Background: an optimization exercise with open tools, aiming at small area, a short achievable clock period and few clock cycles per item. Do not read the settings as production practice.
RTL that was checked went through simulation tests only; none was proved equivalent to the original.

==> flow/design.v <==
`timescale 1ns / 1ps
module SquareRoot(outdata,checkflag,clk,rst,start,indata);
 input wire clk;
 input wire rst;
 input wire start;
 input wire [31:0] indata;
 output reg [15:0] outdata;    
 output reg checkflag;
 reg [13:0] h;       
 reg [15:0] r;       
 reg        neg;     
 reg        busy;
 reg [6:0]  j;       
 wire late = j[6] & ~j[0];
 wire last = j[6] & ~j[5];       
 wire [15:0] m;
 assign m[1:0] = 2'b11;
 genvar k;
 generate
    for (k = 2; k <= 8; k = k + 1) begin : mlo
        assign m[k] = j[k-2] | late;
    end
    for (k = 9; k <= 14; k = k + 1) begin : mhi
        assign m[k] = late & ~j[k-9];
    end
 endgenerate
 assign m[15] = 1'b0;
 wire [17:0] sum = {r, h[13], outdata[15]} + {(outdata & m) ^ {16{~neg}}, 2'b11};
 function [4:0] first2;
    input [3:0] n;
    begin
    case (n)
    4'd0:  first2 = {2'd0, 3'd0};
    4'd1:  first2 = {2'd1, 3'd0};
    4'd2:  first2 = {2'd1, 3'd1};
    4'd3:  first2 = {2'd1, 3'd2};
    4'd4:  first2 = {2'd2, 3'd0};
    4'd5:  first2 = {2'd2, 3'd1};
    4'd6:  first2 = {2'd2, 3'd2};
    4'd7:  first2 = {2'd2, 3'd3};
    4'd8:  first2 = {2'd2, 3'd4};
    4'd9:  first2 = {2'd3, 3'd0};
    4'd10: first2 = {2'd3, 3'd1};
    4'd11: first2 = {2'd3, 3'd2};
    4'd12: first2 = {2'd3, 3'd3};
    4'd13: first2 = {2'd3, 3'd4};
    4'd14: first2 = {2'd3, 3'd5};
    default: first2 = {2'd3, 3'd6};
    endcase
    end
 endfunction
 wire [1:0] q0;
 wire [2:0] r0;
 assign {q0, r0} = first2(indata[31:28]);
 wire [13:0] hi_in, lo_in;
 generate
    for (k = 0; k < 14; k = k + 1) begin : split
        assign hi_in[k] = indata[2*k+1];
        assign lo_in[k] = indata[2*k];
    end
 endgenerate
 always @(posedge clk) begin
    if (!busy) begin
        h   <= hi_in;
        r   <= {13'd0, r0};
        neg <= 1'b0;
        j   <= 7'd0;
    end else begin
        h   <= {h[12:0], 1'b0};
        r   <= sum[15:0];
        neg <= sum[17];
        j   <= {j[5:0], ~j[6]};
    end
 end
 always @(posedge clk) begin
    if (busy)
        outdata <= {outdata[14:0], ~sum[17]};
    else if (start)
        outdata <= {lo_in, q0};
 end
 always @(posedge clk) begin
    if (rst) begin
        busy      <= 1'b0;
        checkflag <= 1'b0;
    end else if (start & !busy) begin
        busy      <= 1'b1;
        checkflag <= 1'b0;
    end else if (busy & last) begin
        busy      <= 1'b0;
        checkflag <= 1'b1;
    end
 end
endmodule
==> flow/config.mk <==
export PLATFORM = sky130hd
export DESIGN_NAME = SquareRoot
export DESIGN_NICKNAME = SquareRoot
export VERILOG_FILES = /design/flow/design.v
export SDC_FILE = /design/flow/constraint.sdc
export NUM_CORES = 4
export LEC_CHECK = 0
export CAP_MARGIN = 20
export CORE_MARGIN = 2
export CORE_UTILIZATION = 75
export SETUP_SLACK_MARGIN = 5
export SLEW_MARGIN = 20
==> flow/constraint.sdc <==
create_clock -name core_clock -period 8.5 [get_ports {clk}]
set_input_delay 1.7000 -clock core_clock [delete_from_list [all_inputs] [get_ports {clk}]]
set_output_delay 1.7000 -clock core_clock [all_outputs]
set_load 0.01 [all_outputs]
standard.sh (not shown) runs the stock make flow with config.mk's settings and CLKGATE_MAP_FILE= SYNTH_SCRIPT=/design/flow/synth_recipe.tcl, a recipe that flattens the netlist after the stock synthesis.
==> flow/flow/run.sh <==
#!/bin/bash
set -euo pipefail
MARGIN=$(cat flow/margin.txt)
bash standard.sh "BUFFER_PORTS_ARGS=-buffer_cell sky130_fd_sc_hd__buf_1" \
  "SETUP_SLACK_MARGIN=$MARGIN" finish > standard.log 2>&1
==> flow/flow/margin.txt <==
5.8
Then changed:
==> flow/design.v (replaced) <==
`timescale 1ns / 1ps
module SquareRoot(outdata,checkflag,clk,rst,start,indata);
 input wire clk;
 input wire rst;
 input wire start;
 input wire [31:0] indata;
 output reg [15:0] outdata;    
 output reg checkflag;
 reg [27:0] x;       
 reg [15:0] r;       
 reg        neg;     
 reg [3:0]  cnt;     
 wire idle = (cnt == 4'd0);
 wire [17:0] sum = {r, x[27:26]} + {outdata ^ {16{~neg}}, 2'b11};
 function [4:0] first2;
    input [3:0] n;
    begin
    case (n)
    4'd0:  first2 = {2'd0, 3'd0};
    4'd1:  first2 = {2'd1, 3'd0};
    4'd2:  first2 = {2'd1, 3'd1};
    4'd3:  first2 = {2'd1, 3'd2};
    4'd4:  first2 = {2'd2, 3'd0};
    4'd5:  first2 = {2'd2, 3'd1};
    4'd6:  first2 = {2'd2, 3'd2};
    4'd7:  first2 = {2'd2, 3'd3};
    4'd8:  first2 = {2'd2, 3'd4};
    4'd9:  first2 = {2'd3, 3'd0};
    4'd10: first2 = {2'd3, 3'd1};
    4'd11: first2 = {2'd3, 3'd2};
    4'd12: first2 = {2'd3, 3'd3};
    4'd13: first2 = {2'd3, 3'd4};
    4'd14: first2 = {2'd3, 3'd5};
    default: first2 = {2'd3, 3'd6};
    endcase
    end
 endfunction
 wire [1:0] q0;
 wire [2:0] r0;
 assign {q0, r0} = first2(indata[31:28]);
 always @(posedge clk) begin
    if (idle) begin
        x   <= indata[27:0];
        r   <= {13'd0, r0};
        neg <= 1'b0;
    end else begin
        x   <= {x[25:0], 2'b00};
        r   <= sum[15:0];
        neg <= sum[17];
    end
 end
 always @(posedge clk) begin
    if (!idle)
        outdata <= {outdata[14:0], ~sum[17]};
    else if (start)
        outdata <= {14'd0, q0};
 end
 always @(posedge clk) begin
    if (rst) begin
        cnt       <= 4'd0;
        checkflag <= 1'b0;
    end else if (start & idle) begin
        cnt       <= 4'd14;
        checkflag <= 1'b0;
    end else if (!idle) begin
        cnt       <= cnt - 4'd1;
        checkflag <= (cnt == 4'd1);
    end
 end
endmodule
=> The new run went through all stages and came out clean. Hold slack is worse by 36 ps. Synthesized cell count goes up by about a fifth. Non-clock buffer count goes down by 2. Sequential cell count goes up by 10. Critical path depth goes down by 7. Cell count goes up by roughly a tenth. Design area goes up by a few percent. Global-route usage goes down by 0.65 points.
Testbench counts after the change, summed over its fixed seeds: cycles 30,720, ops 2,048.
No functional check of the RTL was part of the first run of this note.


lane 1:
SquareRoot, a different RTL version from the one above (not shown whole).
For scale: ~350 cells after synthesis, ~52 flip-flops, roughly 3000 µm² of cells after synthesis.
==> module SquareRoot, before the edit <==
module SquareRoot(outdata,checkflag,clk,rst,start,indata);
 input wire clk;
 input wire rst;
 input wire start;
 input wire [31:0] indata;
 output reg [15:0] outdata;    
 output reg checkflag;
 reg [13:0] h;       
 reg [15:0] r;       
 reg        neg;     
 reg [3:0]  cnt;     
 wire idle = (cnt == 4'd0);
 reg [15:0] q;
 integer k;
 always @(*) begin
    for (k = 0; k < 16; k = k + 1)
        q[k] = outdata[k] & (cnt <= 15 - k);
 end
 wire [17:0] sum = {r, h[13], outdata[15]} + {q ^ {16{~neg}}, 2'b11};
 reg [2:0] r0;       
 reg       n0;       
 reg [1:0] q0;
 always @(*) begin
    case (indata[31:28])
    4'd0:  begin r0 = 3'b111; n0 = 1'b1; q0 = 2'd0; end
    4'd1:  begin r0 = 3'd0;   n0 = 1'b0; q0 = 2'd1; end
    4'd2:  begin r0 = 3'd1;   n0 = 1'b0; q0 = 2'd1; end
    4'd3:  begin r0 = 3'd2;   n0 = 1'b0; q0 = 2'd1; end
    4'd4:  begin r0 = 3'b011; n0 = 1'b1; q0 = 2'd2; end
    4'd5:  begin r0 = 3'b100; n0 = 1'b1; q0 = 2'd2; end
    4'd6:  begin r0 = 3'b101; n0 = 1'b1; q0 = 2'd2; end
    4'd7:  begin r0 = 3'b110; n0 = 1'b1; q0 = 2'd2; end
    4'd8:  begin r0 = 3'b111; n0 = 1'b1; q0 = 2'd2; end
    4'd9:  begin r0 = 3'd0;   n0 = 1'b0; q0 = 2'd3; end
    4'd10: begin r0 = 3'd1;   n0 = 1'b0; q0 = 2'd3; end
    4'd11: begin r0 = 3'd2;   n0 = 1'b0; q0 = 2'd3; end
    4'd12: begin r0 = 3'd3;   n0 = 1'b0; q0 = 2'd3; end
    4'd13: begin r0 = 3'd4;   n0 = 1'b0; q0 = 2'd3; end
    4'd14: begin r0 = 3'd5;   n0 = 1'b0; q0 = 2'd3; end
    default: begin r0 = 3'd6; n0 = 1'b0; q0 = 2'd3; end
    endcase
 end
 reg [13:0] hi_in, lo_in;
 always @(*) begin
    for (k = 0; k < 14; k = k + 1) begin
        hi_in[k] = indata[2*k+1];
        lo_in[k] = indata[2*k];
    end
 end
 always @(posedge clk) begin
    if (idle) begin
        h   <= hi_in;
        r   <= {{13{n0}}, r0};
        neg <= n0;
    end else begin
        h   <= {h[12:0], 1'b0};
        r   <= sum[15:0];
        neg <= sum[17];
    end
 end
 always @(posedge clk) begin
    if (!idle)
        outdata <= {outdata[14:0], ~sum[17]};
    else if (start)
        outdata <= {lo_in, q0};
 end
 always @(posedge clk) begin
    if (rst) begin
        cnt       <= 4'd0;
        checkflag <= 1'b0;
    end else if (start & idle) begin
        cnt       <= 4'd14;
        checkflag <= 1'b0;
    end else if (!idle) begin
        cnt       <= cnt - 4'd1;
        checkflag <= (cnt == 4'd1);
    end
 end
endmodule
==> flow/config.mk <==
export PLATFORM = sky130hd
export DESIGN_NAME = SquareRoot
export DESIGN_NICKNAME = SquareRoot
export VERILOG_FILES = /design/flow/design.v
export SDC_FILE = /design/flow/constraint.sdc
export NUM_CORES = 4
export LEC_CHECK = 0
export CAP_MARGIN = 20
export CORE_MARGIN = 2
export CORE_UTILIZATION = 60
export SETUP_SLACK_MARGIN = 5
export SLEW_MARGIN = 20
==> flow/constraint.sdc <==
create_clock -name core_clock -period 8.5 [get_ports {clk}]
set_input_delay 1.7000 -clock core_clock [delete_from_list [all_inputs] [get_ports {clk}]]
set_output_delay 1.7000 -clock core_clock [all_outputs]
set_load 0.01 [all_outputs]
==> flow/flow/run.sh <==
#!/bin/bash
set -euo pipefail
MARGIN=$(cat flow/margin.txt)
bash standard.sh "BUFFER_PORTS_ARGS=-buffer_cell sky130_fd_sc_hd__buf_2" \
  "SETUP_SLACK_MARGIN=$MARGIN" finish > standard.log 2>&1
Scripts as last shown in full above: flow/flow/margin.txt
### lane 1 -> lane 2
--- a/flow/design.v
+++ b/flow/design.v
@@ -4,22 +4,16 @@
  input wire rst;
  input wire start;
  input wire [31:0] indata;
  output reg [15:0] outdata;    
  output reg checkflag;
- reg [13:0] h;       
+ reg [27:0] x;       
  reg [15:0] r;       
  reg        neg;     
  reg [3:0]  cnt;     
- wire idle = (cnt == 4'd0);
- reg [15:0] q;
- integer k;
- always @(*) begin
-    for (k = 0; k < 16; k = k + 1)
-        q[k] = outdata[k] & (cnt <= 15 - k);
- end
- wire [17:0] sum = {r, h[13], outdata[15]} + {q ^ {16{~neg}}, 2'b11};
+ wire go = start & (cnt == 4'd0);
+ wire [17:0] sum = {r, x[27:26]} + {outdata ^ {16{~neg}}, 2'b11};
  reg [2:0] r0;       
  reg       n0;       
  reg [1:0] q0;
  always @(*) begin
     case (indata[31:28])
@@ -39,42 +33,35 @@
     4'd13: begin r0 = 3'd4;   n0 = 1'b0; q0 = 2'd3; end
     4'd14: begin r0 = 3'd5;   n0 = 1'b0; q0 = 2'd3; end
     default: begin r0 = 3'd6; n0 = 1'b0; q0 = 2'd3; end
     endcase
  end
- reg [13:0] hi_in, lo_in;
- always @(*) begin
-    for (k = 0; k < 14; k = k + 1) begin
-        hi_in[k] = indata[2*k+1];
-        lo_in[k] = indata[2*k];
-    end
- end
  always @(posedge clk) begin
-    if (idle) begin
-        h   <= hi_in;
+    if (cnt == 4'd0) begin
+        x   <= indata[27:0];
         r   <= {{13{n0}}, r0};
         neg <= n0;
     end else begin
-        h   <= {h[12:0], 1'b0};
+        x   <= {x[25:0], 2'b00};
         r   <= sum[15:0];
         neg <= sum[17];
     end
  end
  always @(posedge clk) begin
-    if (!idle)
+    if (cnt != 4'd0)
         outdata <= {outdata[14:0], ~sum[17]};
     else if (start)
-        outdata <= {lo_in, q0};
+        outdata <= {14'd0, q0};
  end
  always @(posedge clk) begin
     if (rst) begin
         cnt       <= 4'd0;
         checkflag <= 1'b0;
-    end else if (start & idle) begin
+    end else if (go) begin
         cnt       <= 4'd14;
         checkflag <= 1'b0;
-    end else if (!idle) begin
+    end else if (cnt != 4'd0) begin
         cnt       <= cnt - 4'd1;
         checkflag <= (cnt == 4'd1);
     end
  end
 endmodule
Notes after the runs:
- Delta (lane 2 minus lane 1): number of logic inverters in the finished layout went up by 1.
- Number of tap cells inserted in lane 2 is 3 higher than in lane 1
- Lane 1 has higher number of multi-input logic gates than lane 2.
- Compared with lane 1, the detailed router inserted fewer vias in lane 2.
- Compared with lane 1, lane 2 shows die span in y that has gone up by a few percent.
- Lane 2 vs lane 1 on area growth from synthesis to final layout: lane 2 is the lower one.
Testbench counts of lane 2, summed over its fixed seeds: cycles 30,720, ops 2,048.
Function not checked in lane 1: the RTL went through the layout flow alone.

## static timing again, ports no longer ideal
No port has a modelled driver above. Below, the same layouts with a new extraction and two added sets of constraints.
Step 1: set_driving_cell puts a clkbuf_16 on clk and a buf_2 on each other input, an assumption about the parent block.
Step 2 adds t to the input delays and takes it off the output delays; t is the mean of the earliest and latest rising clock arrival at the registers after step 1. Input paths then give back, and output paths get back, about the clock's delay inside the block.
Slacks: no drivers / after step 1 / after step 2; pairs: no drivers / after step 1.
run | shift t [ns] | slack for setup (ns) | worst setup path at the end
the first run of note 1 | 0.344 | 5.789 / 5.789 / 5.517 | input to register
the second run of note 1 | 0.377 | 5.832 / 5.805 / 5.530 | input to register
lane 1 | 0.332 | 5.827 / 5.796 / 5.587 | input to register
lane 2 | 0.364 | 5.809 / 5.809 / 5.445 | input to register
After both steps setup and hold are still met in every run listed. The setup slack of lane 2, which loses most, moves by 0.000 ns with the drivers and by -0.364 ns with both steps.
